From an optimization exercise on the open Yosys and OpenROAD flow, aimed at small area; shortcuts taken in it are not production practice.
The RTL was checked by simulation tests, not by an equivalence proof against the original design.
The clock port is modelled as an ideal driver, which makes a skipped or thinned clock tree look cheaper than it is; a real chip needs a root buffer or a tree.
No activity file was given, so power comes from the tool's default toggle rates.

// fdi_core
module fdi_core
(
  input  wire         clk,
  input  wire         aresetn,
  input  wire [15:0]  tx_cfg_i,
  input  wire         dac_locked_i,
  input  wire         dac_valid_i,
  output wire         tx_flag_o,
  output wire         dac_rst_o,
  output wire [13:0]  dac_dat_a_o,
  output wire [13:0]  dac_dat_b_o,
  input  wire [13:0]  adc_dat_a_i,
  input  wire         adc_valid_i,
  output wire         daq_done_o,
  output wire [15:0]  bram_addr_o,
  output wire [15:0]  bram_wrdata_o,
  output wire         bram_we_o
);
  wire       rst   = ~aresetn;
  wire       srst  = tx_cfg_i[15];
  wire       en    = tx_cfg_i[14];
  wire [2:0] ord   = tx_cfg_i[13:11];
  wire [2:0] rep_i = tx_cfg_i[10:8];
  wire [7:0] sel   = tx_cfg_i[7:0];
  reg       en_last;
  reg       busy;
  reg       div_clk;
  reg [7:0] cnt;
  reg [2:0] q;
  wire       pos     = busy | q[0];
  wire [2:0] rep_cnt = busy ? q : 3'd1;
  reg [12:0] p;
  wire match = (cnt == sel);
  always @(posedge clk) begin
    if (rst) begin
      cnt     <= 8'd1;
      div_clk <= 1'b0;
  ...
export LEC_CHECK = 0
export CAP_MARGIN = 0
export CORE_MARGIN = 2
export CORE_UTILIZATION = 65
export PLACE_DENSITY = 0.75
export SLEW_MARGIN = 0
create_clock -name core_clock -period 8.0 [get_ports {clk}]
standard.sh (not shown) runs the stock make flow with config.mk's settings and CLKGATE_MAP_FILE= SYNTH_SCRIPT=/design/flow/synth_recipe.tcl, a recipe that flattens the netlist after the stock synthesis.
==> flow/flow/run.sh <==
#!/bin/bash
# Layout flow: the standard synthesis, then an area-oriented re-mapping of
# the combinational logic between the unchanged flip-flops (same instances,
# names and cell type; the smallest of a few ABC scripts is kept), then the
# standard ORFS layout with the ports buffered by the smallest buffer and the
# clock tree rebuilt after CTS as two levels of inverters, a root inverter
# driving one inverter per cluster of flip-flops, the smallest such tree
# that keeps the clock-pin slew low (flow/clocktree.tcl).
set -euo pipefail
WORK=$(pwd)
PLAT=$FLOW_HOME/platforms/sky130hd
LIB=$PLAT/lib/sky130_fd_sc_hd__tt_025C_1v80.lib
RES=$WORK/orfs/results/sky130hd/fdi_core/base
YOSYS=$(command -v yosys || echo "$FLOW_HOME/../tools/install/yosys/bin/yosys")

KNOBS=(
  BUFFER_PORTS_ARGS="-buffer_cell sky130_fd_sc_hd__buf_1"
  CTS_ARGS="-sink_clustering_enable -repair_clock_nets -dont_use_dummy_load"
  POST_CTS_TCL="$(pwd)/flow/clocktree.tcl"
  CLK_TREES="5 sky130_fd_sc_hd__inv_6 sky130_fd_sc_hd__inv_4 4 sky130_fd_sc_hd__inv_8 sky130_fd_sc_hd__inv_4 6 sky130_fd_sc_hd__inv_6 sky130_fd_sc_hd__inv_4 5 sky130_fd_sc_hd__inv_8 sky130_fd_sc_hd__inv_4 7 sky130_fd_sc_hd__inv_6 sky130_fd_sc_hd__inv_4 6 sky130_fd_sc_hd__inv_8 sky130_fd_sc_hd__inv_6 7 sky130_fd_sc_hd__inv_8 sky130_fd_sc_hd__inv_6 8 sky130_fd_sc_hd__inv_8 sky130_fd_sc_hd__inv_8"
  CLK_SLEW_NS=0.110
)

# 1. standard synthesis
bash standard.sh "${KNOBS[@]}" synth > make_synth.log 2>&1
cp "$RES/1_2_yosys.v" "$WORK/std_netlist.v"

# 2. re-map the combinational logic for area
DONT_USE=$(sed -n '/DONT_USE_CELLS += /,/^#/p' "$PLAT/config.mk" | grep -oE 'sky130_fd_sc_hd__[a-z0-9_]+' | sed 's/^/-dont_use /' | tr '\n' ' ')
reopt() {
  local s=$1 n
  n=$(basename "$s" .abc)
  cat > "$WORK/reopt_$n.ys" <<EOS
read_liberty -ignore_miss_func $LIB
blackbox sky130_fd_sc_hd__dfxtp_1
read_verilog $WORK/std_netlist.v
hierarchy -top $FLOW_TOP
flatten
opt -purge
abc -liberty $LIB $DONT_USE -script $s
read_liberty -lib -ignore_redef $LIB
opt_clean -purge
splitnets
opt_clean -purge
hilomap -singleton -hicell sky130_fd_sc_hd__conb_1 HI -locell sky130_fd_sc_hd__conb_1 LO
insbuf -buf sky130_fd_sc_hd__buf_4 A X
tee -o $WORK/reopt_$n.stat stat -liberty $LIB
check -assert -mapped
write_verilog -nohex -nodec $WORK/reopt_$n.v
EOS
  "$YOSYS" -s "$WORK/reopt_$n.ys" > "yosys_reopt_$n.log" 2>&1 && touch "$WORK/reopt_$n.ok"
}
# run the scripts NUM_CORES at a time
jobs_max=${NUM_CORES:-4}
for s in "$WORK"/flow/area*.abc; do
  while [[ $(jobs -rp | wc -l) -ge $jobs_max ]]; do sleep 1; done
  reopt "$s" &
done
wait
best=""; best_area=""
for s in "$WORK"/flow/area*.abc; do
  n=$(basename "$s" .abc)
  [[ -f "$WORK/reopt_$n.ok" ]] || continue
  a=$(grep -oE "Chip area for module .*: [0-9.]+" "$WORK/reopt_$n.stat" | grep -oE "[0-9.]+$")
  echo "$n $a" >> reopt_areas.log
  if [[ -z "$best" ]] || awk "BEGIN{exit !($a < $best_area)}"; then best=$n; best_area=$a; fi
done
echo "chosen $best $best_area" >> reopt_areas.log

# the flip-flops must be exactly those of the standard synthesis
diff <(grep -E '^\s*sky130_fd_sc_hd__df' "$WORK/std_netlist.v" | sort) \
     <(grep -E '^\s*sky130_fd_sc_hd__df' "$WORK/reopt_$best.v" | sort) > ff_diff.log

cp "$WORK/reopt_$best.v" "$RES/1_2_yosys.v"
rm -f "$RES/1_synth.odb"

# 3. layout
bash standard.sh "${KNOBS[@]}" finish > make_finish.log 2>&1
Other scripts of this flow, unchanged in this note and not shown: flow/flow/area1.abc, flow/flow/area2.abc, flow/flow/area3.abc, flow/flow/area4.abc, flow/flow/area5.abc, flow/flow/area6.abc, flow/flow/area7.abc, flow/flow/area8.abc, flow/flow/clocktree.tcl
The first run completed without violations.
Change:
CORE_UTILIZATION = 40   (was 65)
PLACE_DENSITY = default   (was 0.75)
What happened: The new run produced a clean layout. Global-route usage decreases by 6.5 points. Worst setup slack gets better by 9.9 ps. Wire length increases by about 8%. Total power increases by about 1.4%. Clock power increases by about 6%. Synthesized area is unchanged. Final area increases by about 1.4%. First-iteration DRC count decreases by about 20%. Synthesized cell count is unchanged. Register-to-register slack hardly moves.
In every run of this note, the design's own scripts or RTL, not TritonCTS, make the clock network.

-- re-timing with driven ports --
In the flow no input, the clock included, has a driving cell. The finished layouts below were timed again as built, in two steps.
Step 1 sets driving cells, clkbuf_16 on the clock port and buf_2 on the other inputs (assumed; they add their load-dependent delay and slew).
Step 2 times the ports against the registers' clock, not the clock port: input delays grow and output delays shrink by t, the midpoint of the rising clock arrivals with the driver on.
Three values: ideal ports, drivers, drivers and shift; two values: the first two.
| run | t (ns) | setup WS [ns] | latest minus earliest clock arrival (ns) | pins driven straight from the clock port |
|---|---|---|---|---|
| the first run | 0.262 | 3.992 / 3.997 / 3.735 | 0.011 / 0.011 | 1 |
| the second run | 0.277 | 4.002 / 4.012 / 3.734 | 0.008 / 0.009 | 1 |
After both steps setup and hold are still met in every run listed. For the second run, which loses most, drivers alone change the setup slack by +0.010 ns; drivers and shift together by -0.268 ns.
